Context: an optimization exercise on an open-source flow, tuned for small area, a short achievable clock period and few clock cycles. The choices shown serve that exercise and are no tape-out recipe. The RTL was checked by simulation tests, not by an equivalence proof against the original design.

==> flow/design.v <==
module PC (
    input clk,
    input reset,
    input en,
    input [31:0] NPC,
    output reg [31:0] PC
);
    always@(posedge clk)begin
        if(reset)begin
            PC<=32'h0000_3000;
        end
        else if(en) begin
            PC<=NPC;
        end
    end
endmodule  
module NPC (
    input [31:0] PC_F,
    input [31:0] PC_D,
    input [31:0] rs,
    input [15:0] imm,
    input [25:0] ins_index,
    input isJr,
    input isJ,
    input isBranchSuccess,
    output [31:0] NPC
);
    assign NPC  =   (isJ)?                  {PC_D[31:28],   ins_index,  2'b00}:
                    (isBranchSuccess)?      PC_D + 4 + { {14{imm[15]}}, imm, 2'b00}:
                    (isJr)?                 rs:
                                            PC_F+4;
endmodule
module GRF (
    input clk,
    input reset,
    input [31:0] PC_W,
    input [4:0] A1,A2,A3,
    input [31:0] WD,
    output [31:0]RD1,RD2
);
    reg [31:0]GRFdeReg[0:31];
    integer i;
    always @(posedge clk) begin
        if(reset)begin
            for(i=0;i<32;i=i+1)begin
                GRFdeReg[i]<=32'h0000_0000;
            end
        end
        else if(A3!=5'd0)begin
            GRFdeReg[A3]<=WD;
        end
    end
    assign RD1  =   ((A1==A3)&(A1!=5'd0))? WD:
                                                GRFdeReg[A1];
    assign RD2  =   ((A2==A3)&(A2!=5'd0))? WD:
                                                GRFdeReg[A2];
endmodule
module ALU(
    input [31:0] A,B,
    input [3:0] ALUOp,
    output [31:0] C
);
    wire isSlt;
    assign isSlt = $signed(A) < $signed(B);
    wire isSltu;
    assign isSltu = A < B;
    assign C =  (ALUOp==4'd0)?  A+B:
                (ALUOp==4'd1)?  A-B:
                (ALUOp==4'd2)?  A&B:
                (ALUOp==4'd3)?  A|B:
                (ALUOp==4'd4)?  B<<16:
                (ALUOp==4'd5)?  {31'd0,isSlt}:
                (ALUOp==4'd6)?  {31'd0,isSltu}:
                                32'd0;
endmodule 
module BE_WD(
    input [31:0]    RD2_M_final,
    input [31:0]    DM_A,
    input           DM_WE_01,
    input [1:0]     DM_Width_02,
    output reg [31:0]   DM_WD_11,
    output reg [3:0]    DM_Byteen_12
);
    always @(*) begin
        if (DM_WE_01) begin
            case (DM_Width_02)
                2'd2: begin
                    case (DM_A[1:0])
                        2'b00:begin
                            DM_WD_11        = {24'd0,RD2_M_final[7:0]};
                            DM_Byteen_12    = 4'b0001;
                        end 
                        2'b01:begin
                            DM_WD_11        = {16'd0,RD2_M_final[7:0],8'd0};
                            DM_Byteen_12    = 4'b0010;
                        end
                        2'b10:begin
                            DM_WD_11        = {8'd0,RD2_M_final[7:0],16'd0};
                            DM_Byteen_12    = 4'b0100;
                        end
                        2'b11:begin
                            DM_WD_11        = {RD2_M_final[7:0],24'd0};
                            DM_Byteen_12    = 4'b1000;
                        end
                    endcase
                end
                2'd1:begin
                    case (DM_A[1])
                        1'b0: begin
                            DM_WD_11        = {16'd0,RD2_M_final[15:0]};
                            DM_Byteen_12    = 4'b0011;
                        end 
                        1'b1:begin
                            DM_WD_11        = {RD2_M_final[15:0],16'd0};
                            DM_Byteen_12    = 4'b1100;
                        end
                    endcase
                end
                default:begin
                            DM_WD_11        = RD2_M_final;
                            DM_Byteen_12    = 4'b1111;
                end
            endcase
        end
        else begin
            DM_WD_11    = 32'd0;
            DM_Byteen_12= 4'b0000;
        end
    end
endmodule  
module BE_RD(
    input [31:0]    DM_RD,
    input [31:0]    DM_A,
    input [1:0]     DM_Width_02,
    output reg [31:0]   DM_RD_13
);
    always @(*) begin
        case (DM_Width_02)
            2'd2: begin
                case (DM_A[1:0])        
                    2'b00: begin
                        DM_RD_13 = {{24{DM_RD[7]}},DM_RD[7:0]};
                    end
                    2'b01:begin
                        DM_RD_13 = {{24{DM_RD[15]}},DM_RD[15:8]};
                    end
                    2'b10:begin
                        DM_RD_13 = {{24{DM_RD[23]}},DM_RD[23:16]};
                    end
                    2'b11:begin
                        DM_RD_13 = {{24{DM_RD[31]}},DM_RD[31:24]};
                    end
                endcase
            end
            2'd1:begin
                case (DM_A[1])
                    1'b0: begin
                        DM_RD_13 = {{16{DM_RD[15]}},DM_RD[15:0]};
                    end
                    1'b1: begin
                        DM_RD_13 = {{16{DM_RD[31]}},DM_RD[31:16]};
                    end
                endcase
            end
            default:begin
                        DM_RD_13 = DM_RD;
            end
        endcase
    end
endmodule  
module EXT(
    input [15:0]imm,
    input zeroOrSigned,
    output [31:0]immHasExted
);
    assign immHasExted  =   (zeroOrSigned==0)?  {16'd0,imm}:
                                                {{16{imm[15]}},imm};
endmodule 
module Controller(
    input [31:0]    ins,
    output          NPC_isJr_01,
    output          NPC_isJ_02,
    output          NPC_isBranch_03,
    output          CMP_Select,
    output          isMDFT,
    output          OutSelect_D,
    output [4:0]    A3_D,
    output [1:0]    Tuse_Rs_D,
    output [1:0]    Tuse_Rt_D,
    output [1:0]    Tnew_D,
    output          ALU_B_01,
    output          ALU_immExt_02,
    output [3:0]    ALU_Op_03,
    output          MDU_Start_01,
    output [2:0]    MDU_Op_02,
    output          MDU_HI_Write_03,
    output          MDU_LO_Write_04,
    output [1:0]    OutSelect_E,
    output          DM_WE_01,
    output [1:0]    DM_Width_02,
    output          OutSelect_M,
    output          isRead_Rs,
    output          isRead_Rt
);
    wire [5:0]  op      =   ins[31:26];
    wire [5:0]  func    =   ins[5:0];
    wire [4:0]  Rs      =   ins[25:21];
    wire [4:0]  Rt      =   ins[20:16];
    wire [4:0]  Rd      =   ins[15:11];
    wire R;
    wire add,sub,and_,or_,slt,sltu;
    wire mult,multu,div,divu;
    wire mfhi,mflo,mthi,mtlo;
    wire jr,jalr;
    wire addi,andi,ori,lui;
    wire beq,bne;
    wire lw,lh,lb;
    wire sw,sh,sb;
    wire j,jal;
    wire nop;
        assign R    = (op==6'b000000);
        assign add  = (R)&(func==6'b100_000);
        assign sub  = (R)&(func==6'b100_010);
        assign and_ = (R)&(func==6'b100_100);
        assign or_  = (R)&(func==6'b100_101);
        assign slt  = (R)&(func==6'b101_010);
        assign sltu = (R)&(func==6'b101_011);
        assign mult = (R)&(func==6'b011_000);
        assign multu= (R)&(func==6'b011_001);
        assign div  = (R)&(func==6'b011_010);
        assign divu = (R)&(func==6'b011_011);
        assign mfhi = (R)&(func==6'b010_000);
        assign mflo = (R)&(func==6'b010_010);
        assign mthi = (R)&(func==6'b010_001);
        assign mtlo = (R)&(func==6'b010_011);
        assign jr   = (R)&(func==6'b001_000);
        assign jalr = (R)&(func==6'b001_001);
        assign addi = (op==6'b001_000);
        assign andi = (op==6'b001_100);
        assign ori  = (op==6'b001_101);
        assign lui  = (op==6'b001_111);
        assign beq  = (op==6'b000_100);
        assign bne  = (op==6'b000_101);
        assign lw   = (op==6'b100_011);
        assign lh   = (op==6'b100_001);
        assign lb   = (op==6'b100_000);
        assign sw   = (op==6'b101_011);
        assign sh   = (op==6'b101_001);
        assign sb   = (op==6'b101_000);
        assign j    = (op==6'b000_010);
        assign jal  = (op==6'b000_011);
        assign nop  = (ins==32'h0000_0000);
    wire isCal_r,isMd,isMf,isMt,isJReg;
    wire isCal_i,isBranch,isLoad,isStore;
    wire isLink,isJ;
    assign isCal_r  =   (add||sub||and_||or_||slt||sltu);
    assign isMd     =   (mult||multu||div||divu);
    assign isMf     =   (mfhi||mflo);
    assign isMt     =   (mthi||mtlo);
    assign isJReg   =   (jr||jalr);
    assign isCal_i  =   (addi||andi||ori||lui);
    assign isBranch =   (beq||bne);
    assign isLoad   =   (lw||lh||lb);
    assign isStore  =   (sw||sh||sb);
    assign isLink   =   (jal||jalr);
    assign isJ      =   (j||jal);
        assign NPC_isJr_01      =   isJReg;
        assign NPC_isJ_02       =   isJ;
        assign NPC_isBranch_03  =   isBranch;
        assign CMP_Select       =   (beq)? 0:1;
        assign isMDFT           = (isMd||isMf||isMt);
        assign OutSelect_D      =   isLink;
        assign A3_D = 
            (isCal_r||isMf)?    Rd:
            (isCal_i||isLoad)?  Rt:
            (isLink)?           5'd31:
                                5'd0;
        assign Tuse_Rs_D = 
            (isJReg||isBranch)?                                 2'd0:
            (isCal_r||isMd||isMt||isCal_i||isLoad||isStore)?    2'd1:
                                                                2'd3;
        assign Tuse_Rt_D = 
            (isBranch)?         2'd0:
            (isCal_r||isMd)?    2'd1:
            (isStore)?          2'd2:
                                2'd3;
        assign Tnew_D = 
            (isLoad)?                   2'd3:
            (isCal_r||isMf||isCal_i)?   2'd2:
            (isLink)?                   2'd1:
                                        2'd0;
        assign ALU_B_01         = (isCal_i||isLoad||isStore);
        assign ALU_immExt_02    = (addi||isLoad||isStore);
        assign ALU_Op_03        = 
            (add||addi||isLoad||isStore)?   4'd0:
            (sub)?                          4'd1:
            (and_||andi)?                   4'd2:
            (or_||ori)?                     4'd3:
            (lui)?                          4'd4:
            (slt)?                          4'd5:
            (sltu)?                         4'd6:
                                            4'd0;
        assign MDU_Start_01 = (isMd);
        assign MDU_Op_02    = 
            (divu)?     3'd3:
            (div)?      3'd2:
            (multu)?    3'd1:
                        3'd0;
        assign MDU_HI_Write_03 = mthi;
        assign MDU_LO_Write_04 = mtlo;
        assign OutSelect_E      = 
            (mflo)?                 2'd3:
            (mfhi)?                 2'd2:
            (isCal_r||isCal_i)?     2'd1:
                                    2'd0;
        assign DM_WE_01     = isStore;
        assign DM_Width_02  = 
            (sb||lb)?   2'd2:
            (sh||lh)?   2'd1:
                        2'd0;
        assign OutSelect_M  = isLoad;
        assign isRead_Rs = (isCal_r||isMd||isMt||isJReg||isCal_i||isBranch||isLoad||isStore);
        assign isRead_Rt = (isCal_r||isMd||isBranch||isStore);
endmodule  
module CMP(
    input [31:0]Rs,
    input [31:0]Rt,
    input CMP_Select,
    output isSuc
);
    assign isSuc = (CMP_Select==1'b0)?  Rs==Rt:
                                        Rs!=Rt;
endmodule  
module DEMW(
    input           clk,reset,en,
    input [31:0]    INS,
    input [31:0]    PC,
    input [4:0]     A3,
    input [1:0]     Tuse_Rs,
    input [1:0]     Tuse_Rt,
    input [1:0]     Tnew,
    input [31:0]    RD1,
    input [31:0]    RD2,
    input [31:0]    Data,
    input [31:0]    ALU,
    output reg [31:0]    INS_n,
    output reg [31:0]    PC_n,
    output reg [4:0]     A3_n,
    output reg [1:0]     Tuse_Rs_n,
    output reg [1:0]     Tuse_Rt_n,
    output reg [1:0]     Tnew_n,
    output reg [31:0]    RD1_n,
    output reg [31:0]    RD2_n,
    output reg [31:0]    Data_n,
    output reg [31:0]    ALU_n
);
    always @(posedge clk) begin
        if(reset)begin
            INS_n       <=32'd0;
            PC_n        <=32'd0;
            A3_n        <=5'd0;
            Tuse_Rs_n   <=2'd3;
            Tuse_Rt_n   <=2'd3;
            Tnew_n      <=2'd0;
            RD1_n       <=32'd0;
            RD2_n       <=32'd0;
            Data_n      <=32'd0;
            ALU_n       <=32'd0;
        end
        else if(en)begin
            INS_n       <=INS;
            PC_n        <=PC;
            A3_n        <=A3;
            Tuse_Rs_n   <=
                ((Tuse_Rs-2'b01)==2'b11)?   2'd0:
                                            Tuse_Rs-2'b01;
            Tuse_Rt_n   <=
                ((Tuse_Rt-2'b01)==2'b11)?   2'd0:
                                            Tuse_Rt-2'b01;
            Tnew_n      <=
                ((Tnew-2'b01)   ==2'b11)?      2'd0:
                                            Tnew-2'b01;
            RD1_n       <=RD1;
            RD2_n       <=RD2;
            Data_n      <=Data;
            ALU_n       <=ALU;
        end
    end
endmodule  
module Hazard(
    input       isRead_Rs_D,
    input [1:0] Tuse_Rs_D,
    input [4:0] Rs_D,
    input       isRead_Rt_D,
    input [1:0] Tuse_Rt_D,
    input [4:0] Rt_D,
    input       isMDFT_D,
    input [4:0] A3_E,
    input [1:0] Tnew_E,
    input       E_Start,
    input       E_Busy,
    input [4:0] A3_M,
    input [1:0] Tnew_M,
    output stallPC,stallID,flushEX
);
    wire clash1;
    assign clash1 = 
        (isRead_Rs_D 
        & (Rs_D===A3_E) & (A3_E!=5'd0) 
        & (Tuse_Rs_D<Tnew_E) );
    wire clash2;
    assign clash2 = 
        (isRead_Rt_D 
        & (Rt_D===A3_E) & (A3_E!=5'd0) 
        & (Tuse_Rt_D<Tnew_E) );
    wire clashMD;
    assign clashMD = 
        ( isMDFT_D
        & (E_Start || E_Busy)
        );
    wire clash3;
    assign clash3 = 
        (isRead_Rs_D 
        & (Rs_D===A3_M) & (A3_M!=5'd0) 
        & (Tuse_Rs_D<Tnew_M) );
    wire clash4;
    assign clash4 = 
        (isRead_Rt_D 
        & (Rt_D===A3_M) & (A3_M!=5'd0) 
        & (Tuse_Rt_D<Tnew_M) );
    wire stall;
    assign stall = (clash1||clash2||clashMD||clash3||clash4);
    assign stallPC = stall;
    assign stallID = stall;
    assign flushEX = stall;
endmodule  
module Forward(
    input [4:0]     D_A1,
    input [4:0]     D_A2,
    input           D_Use_1,
    input           D_Use_2,
    input [31:0]    D_RD1,
    input [31:0]    D_RD2,
    input [4:0]     D_A3,
    input [4:0]     E_A1,
    input [4:0]     E_A2,
    input           E_Use_1,
    input           E_Use_2,
    input [31:0]    E_RD1,
    input [31:0]    E_RD2,
    input [4:0]     E_A3,
    input [4:0]     M_A1,
    input [4:0]     M_A2,
    input           M_Use_1,
    input           M_Use_2,
    input [31:0]    M_RD1,
    input [31:0]    M_RD2,
    input [4:0]     M_A3,
    input [4:0]     W_A3,
    input [31:0]    Data_E,
    input [31:0]    Data_M,
    input [31:0]    Data_W,
    output [31:0]   RD1_D_final,
    output [31:0]   RD2_D_final,
    output [31:0]   RD1_E_final,
    output [31:0]   RD2_E_final,
    output [31:0]   RD1_M_final,
    output [31:0]   RD2_M_final
);
    wire nfd1;
    wire nfd2;
    wire nfd3;
    wire nfd4;
    wire nfd5;
    wire nfd6;
    wire nfd7;
    wire nfd8;
    wire nfd9;
    wire nfd10;
    assign nfd1 = (D_Use_1 & (D_A1===E_A3) & (E_A3!=5'd0));
    assign nfd2 = (D_Use_1 & (D_A1===M_A3) & (M_A3!=5'd0));
    assign nfd3 = (D_Use_2 & (D_A2===E_A3) & (E_A3!=5'd0));
    assign nfd4 = (D_Use_2 & (D_A2===M_A3) & (M_A3!=5'd0));
    assign nfd5 = (E_Use_1 & (E_A1===M_A3) & (M_A3!=5'd0));
    assign nfd6 = (E_Use_1 & (E_A1===W_A3) & (W_A3!=5'd0));
    assign nfd7 = (E_Use_2 & (E_A2===M_A3) & (M_A3!=5'd0));
    assign nfd8 = (E_Use_2 & (E_A2===W_A3) & (W_A3!=5'd0));
   assign nfd9 = (M_Use_1 & (M_A1==W_A3) & (W_A3!=5'd0));
   assign nfd10 = (M_Use_2 & (M_A2==W_A3) & (W_A3!=5'd0));
    assign RD1_D_final =    
        (nfd1)?     Data_E:
        (nfd2)?     Data_M:
                    D_RD1;
    assign RD2_D_final =
        (nfd3)?     Data_E:
        (nfd4)?     Data_M:
                    D_RD2;
    assign RD1_E_final = 
        (nfd5)?     Data_M:
        (nfd6)?     Data_W:
                    E_RD1;
    assign RD2_E_final =
        (nfd7)?     Data_M:
        (nfd8)?     Data_W:
                    E_RD2;
    assign RD1_M_final = 
        (nfd9)?     Data_W:
                    M_RD1;
    assign RD2_M_final = 
        (nfd10)?    Data_W:
                    M_RD2;
endmodule 
module MDU(
    input           clk,reset,start,
    input [31:0]    A,
    input [31:0]    B,
    input [2:0]     MDU_Op, 
    input           HI_Write,
    input           LO_Write,
    output reg [31:0]   HI,
    output reg [31:0]   LO,
    output reg busy
);
    reg [31:0]  HI_temp;
    reg [31:0]  LO_temp;
    reg [3:0]   cnt;
    always @(posedge clk) begin
        if(reset)begin
            HI      <= 32'd0;
            LO      <= 32'd0;
            HI_temp <= 32'd0;
            LO_temp <= 32'd0;
            cnt     <= 4'd0;
            busy    <= 1'b0;
        end
        else if(start) begin
            case (MDU_Op)
                3'd3: begin
                    if(B!=32'd0)begin
                        LO_temp <= A / B;
                        HI_temp <= A % B;
                        cnt <= 10;
                    end 
                    else begin
                        LO_temp <= LO;
                        HI_temp <= HI;
                        cnt <= 10;
                    end
                end
                3'd2: begin
                    if((A==32'h8000_0000)&&(B==32'hffff_ffff))begin
                        LO_temp <= 32'h8000_0000;
                        HI_temp <= 32'd0;
                        cnt <= 10;
                    end
                    else if(B!=32'd0)begin
                        LO_temp <= $signed(A) / $signed(B);
                        HI_temp <= $signed(A) % $signed(B);
                        cnt <= 10;
                    end
                    else begin
                        LO_temp <= LO;
                        HI_temp <= HI;
                        cnt <= 10;
                    end
                end
                3'd1: begin
                    {HI_temp, LO_temp} <= A * B;
					cnt <= 5;
                end
                3'd0: begin
                    {HI_temp, LO_temp} <= $signed(A) * $signed(B);
					cnt <= 5;  
                end
            endcase
            busy <= 1'b1;
        end
        else if(HI_Write)begin
            HI <= A;
        end
        else if(LO_Write)begin
            LO <= A;
        end
        else if( (cnt!=4'd1) & (cnt!=4'd0) )begin
            cnt <= cnt-1;
        end
        else if(cnt==4'd1)begin
            cnt <= cnt - 4'd1;
            busy <= 1'b0;
            HI <= HI_temp;
            LO <= LO_temp;
        end
    end
endmodule  
module mips(
    input clk,
    input reset,
    output  [31:0]  i_inst_addr,  
    input   [31:0]  i_inst_rdata, 
    output  [31:0]  m_data_addr,
    output  [31:0]  m_data_wdata,
    output  [3:0]   m_data_byteen,
    output  [31:0]  m_inst_addr,
    input   [31:0]  m_data_rdata,
    output          w_grf_we,
    output [4:0]    w_grf_addr,
    output [31:0]   w_grf_wdata,
    output [31:0]   w_inst_addr
);
        wire [31:0] PC_F, IN_F;
        wire [31:0] IN_D, PC_D;
        wire [31:0] IN_E, PC_E;
        wire [4:0]  A3_E;
        wire [1:0]  Tuse_Rs_E;
        wire [1:0]  Tuse_Rt_E;
        wire [1:0]  Tnew_E;
        wire [31:0] RD1_E;
        wire [31:0] RD2_E;
        wire [31:0] Data_E;
        wire [31:0] IN_M, PC_M;
        wire [4:0]  A3_M;
        wire [1:0]  Tuse_Rs_M;
        wire [1:0]  Tuse_Rt_M;
        wire [1:0]  Tnew_M;
        wire [31:0] RD1_M;
        wire [31:0] RD2_M;
        wire [31:0] Data_M;
        wire [31:0] DM_A;
        wire [31:0] IN_W, PC_W;
        wire [4:0]  A3_W;
        wire [1:0]  Tuse_Rs_W;
        wire [1:0]  Tuse_Rt_W;
        wire [1:0]  Tnew_W;
        wire [31:0] RD1_W;
        wire [31:0] RD2_W;
        wire [31:0] Data_W;
        wire NPC_isJr_01,   NPC_isJ_02,     NPC_isBranch_03;
        wire CMP_Select;
        wire isMDFT_D;
        wire OutSelect_D;
        wire [4:0] A3_D;
        wire [1:0] Tuse_Rs_D,   Tuse_Rt_D,  Tnew_D;
        wire isRead_Rs_D,   isRead_Rt_D;
        wire ALU_B_01,  ALU_immExt_02;
        wire [3:0] ALU_Op_03;
        wire MDU_Start_01;
        wire [2:0]  MDU_Op_02;
        wire MDU_HI_Write_03,   MDU_LO_Write_04;
        wire [1:0] OutSelect_E;
        wire isRead_Rs_E,   isRead_Rt_E;
        wire DM_WE_01;
        wire [1:0] DM_Width_02;
        wire OutSelect_M;
        wire isRead_Rs_M,   isRead_Rt_M;
        wire isRead_Rs_W,   isRead_Rt_W;
        wire [31:0] RD1_D,  RD2_D;
        wire [31:0] NPC;
        wire isSuc_CMP;
        wire [31:0] Data_D_final;
        wire [31:0] ALU_C;
        wire [31:0] HI, LO;
        wire E_Busy;
        wire [31:0] imm_E_final;
        wire [31:0] Data_E_final;
        wire [31:0] DM_WD;
        wire [3:0]  DM_Byteen;
        wire [31:0] DM_RD;
        wire [31:0] Data_M_final;
        wire stallPC, stallID, flushEX;
        wire [31:0] RD1_D_final, RD2_D_final;
        wire [31:0] RD1_E_final, RD2_E_final;
        wire [31:0] RD1_M_final, RD2_M_final;
    wire enEX,  enMEM,  enWB;
    assign enEX = 1'b1;
    assign enMEM = 1'b1;
    assign enWB = 1'b1;
    wire [4:0]  Rs_D,    Rt_D,   Rd_D;
    wire [15:0] imm_D;
    wire [25:0] ins_index_D; 
    wire [4:0]  Rs_E,    Rt_E,   Rd_E;
    wire [15:0] imm_E;
    wire [25:0] ins_index_E; 
    wire [4:0]  Rs_M,    Rt_M,   Rd_M;
    wire [15:0] imm_M;
    wire [25:0] ins_index_M; 
    wire [4:0]  Rs_W,    Rt_W,   Rd_W;
    wire [15:0] imm_W;
    wire [25:0] ins_index_W; 
    assign Rs_D         = IN_D[25:21];
    assign Rt_D         = IN_D[20:16];
    assign Rd_D         = IN_D[15:11];
    assign imm_D        = IN_D[15:0];
    assign ins_index_D  = IN_D[25:0];
    assign Rs_E         = IN_E[25:21];
    assign Rt_E         = IN_E[20:16];
    assign Rd_E         = IN_E[15:11];
    assign imm_E        = IN_E[15:0];
    assign ins_index_E  = IN_E[25:0];
    assign Rs_M         = IN_M[25:21];
    assign Rt_M         = IN_M[20:16];
    assign Rd_M         = IN_M[15:11];
    assign imm_M        = IN_M[15:0];
    assign ins_index_M  = IN_M[25:0];
    assign Rs_W         = IN_W[25:21];
    assign Rt_W         = IN_W[20:16];
    assign Rd_W         = IN_W[15:11];
    assign imm_W        = IN_W[15:0];
    assign ins_index_W  = IN_W[25:0];
        PC u_PC(
            .clk   	( clk       ),
            .reset 	( reset     ),
            .en    	( ~stallPC  ),
            .NPC   	( NPC       ),
            .PC    	( PC_F      )
        );
        assign i_inst_addr = PC_F;
        assign IN_F = i_inst_rdata;
        DEMW ID(
            .clk       	( clk           ),
            .reset     	( reset         ),
            .en        	( ~stallID      ),
            .INS       	( IN_F        ),
            .PC        	( PC_F         ),
            .INS_n     	( IN_D    ),
            .PC_n      	( PC_D     )
        );
        wire tmp_01;
        assign tmp_01 = (reset||flushEX);
        DEMW EX(
            .clk       	( clk           ),
            .reset     	( tmp_01  ),
            .en        	( enEX         ),
            .INS       	( IN_D       ),
            .PC        	( PC_D         ),
            .A3        	( A3_D         ),
            .Tuse_Rs   	( Tuse_Rs_D    ),
            .Tuse_Rt   	( Tuse_Rt_D    ),
            .Tnew      	( Tnew_D       ),
            .RD1       	( RD1_D_final        ),
            .RD2       	( RD2_D_final        ),
            .Data      	( Data_D_final       ),
            .INS_n     	( IN_E      ),
            .PC_n      	( PC_E       ),
            .A3_n      	( A3_E       ),
            .Tuse_Rs_n 	( Tuse_Rs_E  ),
            .Tuse_Rt_n 	( Tuse_Rt_E  ),
            .Tnew_n    	( Tnew_E     ),
            .RD1_n     	( RD1_E      ),
            .RD2_n     	( RD2_E      ),
            .Data_n    	( Data_E     )
        );
        DEMW MEM(
            .clk       	( clk           ),
            .reset     	( reset  ),
            .en        	( enMEM         ),
            .INS       	( IN_E       ),
            .PC        	( PC_E         ),
            .A3        	( A3_E         ),
            .Tuse_Rs   	( Tuse_Rs_E    ),
            .Tuse_Rt   	( Tuse_Rt_E    ),
            .Tnew      	( Tnew_E       ),
            .RD1       	( RD1_E_final        ),
            .RD2       	( RD2_E_final        ),
            .Data      	( Data_E_final       ),
            .ALU        ( ALU_C     ),
            .INS_n     	( IN_M      ),
            .PC_n      	( PC_M       ),
            .A3_n      	( A3_M       ),
            .Tuse_Rs_n 	( Tuse_Rs_M  ),
            .Tuse_Rt_n 	( Tuse_Rt_M  ),
            .Tnew_n    	( Tnew_M     ),
            .RD1_n     	( RD1_M      ),
            .RD2_n     	( RD2_M      ),
            .Data_n    	( Data_M     ),
            .ALU_n      ( DM_A       )
        );
        DEMW WB(
            .clk       	( clk           ),
            .reset     	( reset  ),
            .en        	( enWB         ),
            .INS       	( IN_M       ),
            .PC        	( PC_M         ),
            .A3        	( A3_M         ),
            .Tuse_Rs   	( Tuse_Rs_M    ),
            .Tuse_Rt   	( Tuse_Rt_M    ),
            .Tnew      	( Tnew_M       ),
            .RD1       	( RD1_M_final        ),
            .RD2       	( RD2_M_final        ),
            .Data      	( Data_M_final       ),
            .INS_n     	( IN_W      ),
            .PC_n      	( PC_W       ),
            .A3_n      	( A3_W       ),
            .Tuse_Rs_n 	( Tuse_Rs_W  ),
            .Tuse_Rt_n 	( Tuse_Rt_W  ),
            .Tnew_n    	( Tnew_W     ),
            .RD1_n     	( RD1_W      ),
            .RD2_n     	( RD2_W      ),
            .Data_n    	( Data_W     )
        );
        Controller u_Controller_D(
            .ins           	( IN_D           ),
            .NPC_isJr_01   	( NPC_isJr_01    ),
            .NPC_isJ_02    	( NPC_isJ_02     ),
            .NPC_isBranch_03  	( NPC_isBranch_03   ),
            .CMP_Select     ( CMP_Select),
            .isMDFT           ( isMDFT_D  ),
            .OutSelect_D   	( OutSelect_D    ),
            .A3_D          	( A3_D           ),
            .Tuse_Rs_D     	( Tuse_Rs_D      ),
            .Tuse_Rt_D     	( Tuse_Rt_D      ),
            .Tnew_D        	( Tnew_D         ),
            .isRead_Rs     	( isRead_Rs_D      ),
            .isRead_Rt     	( isRead_Rt_D      )
        );
        Controller u_Controller_E(
            .ins           	( IN_E            ),
            .ALU_B_01      	( ALU_B_01       ),
            .ALU_immExt_02 	( ALU_immExt_02  ),
            .ALU_Op_03     	( ALU_Op_03      ),
            .MDU_Start_01   (MDU_Start_01   ),
            .MDU_Op_02      (MDU_Op_02      ),
            .MDU_HI_Write_03(MDU_HI_Write_03),
            .MDU_LO_Write_04(MDU_LO_Write_04),
            .OutSelect_E   	( OutSelect_E    ),
            .isRead_Rs     	( isRead_Rs_E      ),
            .isRead_Rt     	( isRead_Rt_E      )
        );
        Controller u_Controller_M(
            .ins           	( IN_M            ),
            .DM_WE_01      	( DM_WE_01       ),
            .DM_Width_02    ( DM_Width_02 ),
            .OutSelect_M   	( OutSelect_M    ),
            .isRead_Rs     	( isRead_Rs_M      ),
            .isRead_Rt     	( isRead_Rt_M      )
        );
        Controller u_Controller_W(
            .ins           	( IN_W            ),
            .isRead_Rs     	( isRead_Rs_W      ),
            .isRead_Rt     	( isRead_Rt_W      )
        );
        GRF u_GRF(
            .clk   	( clk    ),
            .reset 	( reset  ),
            .PC_W  	( PC_W   ),
            .A1    	( Rs_D    ),
            .A2    	( Rt_D    ),
            .A3    	( A3_W     ),
            .WD    	( Data_W     ),
            .RD1   	( RD1_D    ),
            .RD2   	( RD2_D   )
        );
        assign w_grf_we     = (A3_W!=5'd0);
        assign w_grf_addr   = A3_W;
        assign w_grf_wdata  = Data_W;
        assign w_inst_addr  = PC_W;
        wire tmp_02;
        assign tmp_02 = (NPC_isBranch_03 & isSuc_CMP);
        NPC u_NPC(
            .PC_F            	( PC_F             ),
            .PC_D            	( PC_D             ),
            .rs              	( RD1_D_final      ),
            .imm             	( imm_D             ),
            .ins_index       	( ins_index_D        ),
            .isJr            	( NPC_isJr_01           ),
            .isJ             	( NPC_isJ_02             ),
            .isBranchSuccess 	( tmp_02  ),
            .NPC             	( NPC              )
        );
        CMP u_CMP(
            .Rs      	( RD1_D_final       ),
            .Rt      	(  RD2_D_final       ),
            .CMP_Select (CMP_Select),
            .isSuc 	    ( isSuc_CMP )
        );
        EXT u_EXT(
            .imm          	( imm_E           ),
            .zeroOrSigned 	( ALU_immExt_02  ),
            .immHasExted  	( imm_E_final   )
        );
        wire [31:0] tmp_03;
        assign tmp_03 = 
            (ALU_B_01)? imm_E_final: 
                        RD2_E_final;
        ALU u_ALU(
            .A     	( RD1_E_final      ),
            .B     	( tmp_03      ),
            .ALUOp 	( ALU_Op_03  ),
            .C     	( ALU_C      )
        );
        MDU u_MDU(
            .clk        (clk),
            .reset      (reset),
            .start      (MDU_Start_01),
            .A          (RD1_E_final),
            .B          (RD2_E_final),
            .MDU_Op     (MDU_Op_02),
            .HI_Write   (MDU_HI_Write_03),
            .LO_Write   (MDU_LO_Write_04),
            .HI         (HI),
            .LO         (LO),
            .busy       (E_Busy)
        );
        BE_WD u_BE_WD(
                .RD2_M_final    (RD2_M_final),
                .DM_A           (DM_A),
                .DM_WE_01       (DM_WE_01),
                .DM_Width_02    (DM_Width_02),
                .DM_WD_11       (DM_WD),
                .DM_Byteen_12   (DM_Byteen)
        );
        assign m_data_addr      = DM_A;
        assign m_data_wdata     = DM_WD;
        assign m_data_byteen    = DM_Byteen;
        assign m_inst_addr      = PC_M;
        BE_RD u_BE_RD(
            .DM_RD          (m_data_rdata),
            .DM_A           (DM_A),
            .DM_Width_02    (DM_Width_02),
            .DM_RD_13       (DM_RD)
        );
        Hazard u_Hazard(
            .isRead_Rs_D 	( isRead_Rs_D  ),
            .Tuse_Rs_D   	( Tuse_Rs_D    ),
            .Rs_D        	( Rs_D         ),
            .isRead_Rt_D 	( isRead_Rt_D  ),
            .Tuse_Rt_D   	( Tuse_Rt_D    ),
            .Rt_D        	( Rt_D         ),
            .isMDFT_D       ( isMDFT_D     ),
            .A3_E        	( A3_E         ),
            .Tnew_E      	( Tnew_E       ),
            .E_Start        ( MDU_Start_01 ),
            .E_Busy         ( E_Busy       ),
            .A3_M        	( A3_M         ),
            .Tnew_M      	( Tnew_M       ),
            .stallPC     	( stallPC      ),
            .stallID     	( stallID      ),
            .flushEX     	( flushEX      )
        );
        Forward u_Forward(
            .D_A1        	( Rs_D         ),
            .D_A2        	( Rt_D         ),
            .D_Use_1     	( isRead_Rs_D      ),
            .D_Use_2     	( isRead_Rt_D      ),
            .D_RD1       	( RD1_D        ),
            .D_RD2       	( RD2_D        ),
            .D_A3        	( A3_D         ),
            .E_A1        	( Rs_E         ),
            .E_A2        	( Rt_E         ),
            .E_Use_1     	( isRead_Rs_E      ),
            .E_Use_2     	( isRead_Rt_E      ),
            .E_RD1       	( RD1_E        ),
            .E_RD2       	(  RD2_E        ),
            .E_A3        	( A3_E         ),
            .M_A1        	( Rs_M         ),
            .M_A2        	( Rt_M         ),
            .M_Use_1     	( isRead_Rs_M      ),
            .M_Use_2     	( isRead_Rt_M      ),
            .M_RD1       	( RD1_M        ),
            .M_RD2       	(  RD2_M        ),
            .M_A3        	( A3_M         ),
            .W_A3        	( A3_W         ),
            .Data_E      	( Data_E       ),
            .Data_M      	( Data_M       ),
            .Data_W      	( Data_W       ),
            .RD1_D_final 	( RD1_D_final  ),
            .RD2_D_final 	( RD2_D_final  ),
            .RD1_E_final 	( RD1_E_final  ),
            .RD2_E_final 	( RD2_E_final  ),
            .RD1_M_final 	( RD1_M_final  ),
            .RD2_M_final 	( RD2_M_final  )
        );
    assign Data_D_final = (OutSelect_D)?    (PC_D+32'h0000_0008) : 32'd0;
    assign Data_E_final = 
        (OutSelect_E==2'd3)?    LO: 
        (OutSelect_E==2'd2)?    HI: 
        (OutSelect_E==2'd1)?    ALU_C: 
                                Data_E;
    assign Data_M_final = (OutSelect_M)?    DM_RD : Data_M;
endmodule
==> flow/run.sh <==
#!/bin/bash
# synth_recipe.tcl (not shown) runs the flow's synth.tcl, then flattens the netlist and writes it again
# the make line also repeats each setting of config.mk as NAME=value (left out here)
make -C /OpenROAD-flow-scripts/flow DESIGN_CONFIG=/design/flow/config.mk WORK_HOME=/design/flow/orfs CLKGATE_MAP_FILE= SYNTH_SCRIPT=/design/flow/synth_recipe.tcl finish
==> flow/config.mk <==
export PLATFORM = sky130hd
export DESIGN_NAME = mips
export DESIGN_NICKNAME = mips
export VERILOG_FILES = /design/flow/design.v
export SDC_FILE = /design/flow/constraint.sdc
export NUM_CORES = 4
export LEC_CHECK = 0
export CAP_MARGIN = 35
export CORE_MARGIN = 2
export CORE_UTILIZATION = 40
export SLEW_MARGIN = 35
==> flow/constraint.sdc <==
create_clock -name core_clock -period 130.0 [get_ports {clk}]
set_input_delay 26.0000 -clock core_clock [delete_from_list [all_inputs] [get_ports {clk}]]
set_output_delay 26.0000 -clock core_clock [all_outputs]
set_load 0.01 [all_outputs]
==> impl_metrics.toml <==
[sta]
fin_worst_skew_ns = 0.117
maxSlewViolCount = 0
whs_ns = 0.435
finalCritPeriodShare = 0.883
tns_ns = 0
rsz0062_at_grt = "no"
max_slew.worst_pin.slew_ns = 1.17
hold_viol_final = 0
setup_violations = 0
relSlewSlack = 0.222
finalCriticalPeriod_ns = 114.75
fmax_mhz = 8.71

[setup_path]
cpMostUsedCell = "o21a_1"
crit_required_ns = 130.81
arrival_ns = 115.56
worstPathMaxFanout = 43
critical_path_class = "flip-flop to flip-flop"
cp-endpoint = "u_MDU.HI_temp[31]"
reg2reg_depth = 416
rrSetupSlack_ns = 15.25
crit_start = "WB.A3_n[4]"
timing.rr.end = "u_MDU.HI_temp[31]"
crit_path_max_incr_delay_ns = 0.78
endpoint_kind = "flip-flop"
critPathSlowestCell = "a21oi_1"
startpoint_type = "flip-flop"
r2r_start = "WB.A3_n[4]"

[clock_tree]
htree_levels = 4
cts_tree = "yes"
clk_latency_ns = 1.00
cts_setup_buffers = 0
cts_buffers = 193
clk_pin_slew_ns = 0.06
cts.sinks = 1651
ctsResizeCount = 0
cts-root-buf = "clkbuf_16"
clockBufferDepth = 4
ctsHoldBuffers = 0

[synthesis]
synthArstFlopShare = 0
synth_edf_count = 1024
ys_seq_area_frac = 0.216
synth_cell_type_count = 129
synth_top_area_share = 0.154
ys_warn_count = 6
netlist_instances = 22700
avgSynthCellArea_um2 = 8.83
yosysMostFrequentCell = "nand2_1"
synth_seq_cells = 1651
synthTopCellsByArea = "edfxtp_1, fa_1, ha_1"
yosys_most_used_dff = "edfxtp_1"
netlist_area_um2 = 200000
yosysTopAreaCell = "edfxtp_1"
yosys-top-cells-count = "nand2_1, nor2_1, inv_1"

[detailed_routing]
routed_wirelength_um = 1050000
dr.first_iter.drc_count = 25600
dr.pass1.iters = 8
vias_per_cell = 6.46
vias = 190000
drc = 0
wl_per_cell_um = 35.8
ant_nets = 0

[floorplan]
core_area_um2 = 498000
dieWidth_um = 711
rows = 259
ioPinCount = 268
dieArea_um2 = 506000
start_util = 0.402
die_y_um = 711

[finish]
num-nets-final = 25700
seqCellArea_um2 = 43400
area_delta_synth_final_pct = 9.87
multi_input_area_um2 = 146000
fillCellCount = 49000
layout.cells.non_filler = 29400
layout-drive-gt1-share = 0.105

[global_routing]
grt_usage = 0.403
grt.overflow.total = 0
grt_pass1_vias = 181000
antenna_found_initial = 136
grt_start_max_net_pins = 132
grt_pass1_wl_um = 1440000

[placed_design]
dp.cells = 29000
gp_congestion = 1.12
port_buffers = 267
dp_hpwl_um = 792000

[status]
status = "no timing/DRC/antenna violations"

[run]
max-cap-violations = 0

[min_path]
hp-class = "flip-flop to flip-flop"
hold_depth = 1
==> worst max-delay path: cells and delay by family, from the launching register on <==
family / cells / cell delay (ns)
simple gates: 137 / 36.83
mux: 3 / 1.06
flops: 1 / 0.76
buf+inv: 26 / 7.24
xor+xnor: 1 / 0.10
compound gates: 218 / 58.03
fa+ha+maj: 31 / 10.12
==> state kept, by name (all words and copies together) (netlist names), 17 cells and up, named ones only <==
name            flops
ID.INS_n           32
u_MDU.LO_temp      32
MEM.Data_n         32
MEM.PC_n           32
u_MDU.LO           32
EX.RD2_n           32
EX.PC_n            32
u_GRF.GRFdeReg   1024
ID.PC_n            32
u_MDU.HI_temp      32
MEM.INS_n          17
EX.Data_n          32
EX.INS_n           32
EX.RD1_n           32
MEM.ALU_n          32
u_PC.PC            32
u_MDU.HI           32
WB.Data_n          32
WB.PC_n            32
MEM.RD2_n          32
==> stage by stage <==
| step | setup slack [ns] | cell area, um^2 | util |
|---|---|---|---|
| after CTS | 17.84 | 219000 | 0.441 |
| after global routing | 8.43 | 220000 | 0.441 |
| final | 15.25 | 220000 | 0.442 |
| after global placement | 18.48 | 212000 | 0.427 |
| after floorplan | 35.18 | 200000 | - |
| after detailed placement | 18.22 | 213000 | 0.428 |
==> how the worst min path moves through the flow <==
stage	startpoint	endpoint
after global placement	EX.PC_n[23]	MEM.PC_n[23]
final	EX.PC_n[27]	MEM.PC_n[27]
after CTS	EX.PC_n[24]	MEM.PC_n[24]
after global routing	EX.PC_n[21]	MEM.PC_n[21]
after floorplan	EX.PC_n[0]	MEM.PC_n[0]
after detailed placement	EX.PC_n[31]	MEM.PC_n[31]
==> logic make-up after synthesis <==
kind of cell / count (synthesis) / share of synthesized area
compound gates: 4740 / 0.156
xor+xnor: 967 / 0.0424
fa+ha+maj: 3094 / 0.249
buf+inv: 3320 / 0.0632
flops: 1651 / 0.216
mux: 978 / 0.0898
other cells: 1 / 0.0000187
simple gates: 7904 / 0.183
==> routing by layer <==
metal  global-route usage  vias up  part of all wire
li1                     -    80100                 -
met1                0.501    94700              0.38
met2                0.592    12200              0.42
met3                0.134     3065              0.12
met4                0.275       88             0.084
met5              0.00547        -           0.00077
==> final cells by class <==
cell class	instances	share of cell area
diodes	93	0.00106
flip-flops and latches	1651	0.197
inverters	1964	0.0336
multi-input cells	17700	0.664
clock inverters	105	0.00466
well taps	6655	0.0379
clock buffers	250	0.0238
repair buffers	980	0.0378
==> cells in the final DEF (no fill, tap or decap), types with 131 or more instances in the layout <==
master and n:
buf_4 680, fa_1 1476, nand3_1 361, a21o_1 353, xnor2_1 576, nor3_1 1335, o21a_1 371, nor4_1 166
dfxtp_1 606, and2_1 336, inv_1 1913, nand2b_1 135, clkdlybuf4s50_1 266, mux4_2 641, o211ai_1 131, nand2_1 2228
a31oi_1 227, nand4_1 185, clkbuf_16 194, nor2_1 2184, o21ai_0 775, nor2b_1 253, a211oi_1 233, edfxtp_1 1024
xor2_1 364, mux2i_1 210, or3_1 165, or2_2 146, ha_1 1617, a21oi_1 1344
Testbench counts, summed over its fixed seeds: cycles 75,323.

-- separate check: timing with driven ports --
In the flow no input, the clock included, has a driving cell. The finished layout below was timed again as built, in two steps. Step 1 (the two cells are an assumption about what drives the block):
set clk [get_ports {clk}]
set_driving_cell -lib_cell sky130_fd_sc_hd__clkbuf_16 $clk
set_driving_cell -lib_cell sky130_fd_sc_hd__buf_2 [delete_from_list [all_inputs] $clk]
Step 2 adds t to the input delays and takes it off the output delays; t is the mean of the earliest and latest rising clock arrival at the registers after step 1. Input paths then give back, and output paths get back, about the clock's delay inside the block. a / b / c = ideal ports / drivers / drivers and shift; a / b = the first two.
t, ns: 1.038
setup slack, ns: 15.247 / 15.247 / 15.247
worst setup path after step 2: register to register
clock arrival spread, ns: 0.117 / 0.117
worst slew at a driven data input, ns: 0.26
After both steps this run still meets setup and hold. For this run, drivers alone change the setup slack by 0.000 ns; drivers and shift together by 0.000 ns.
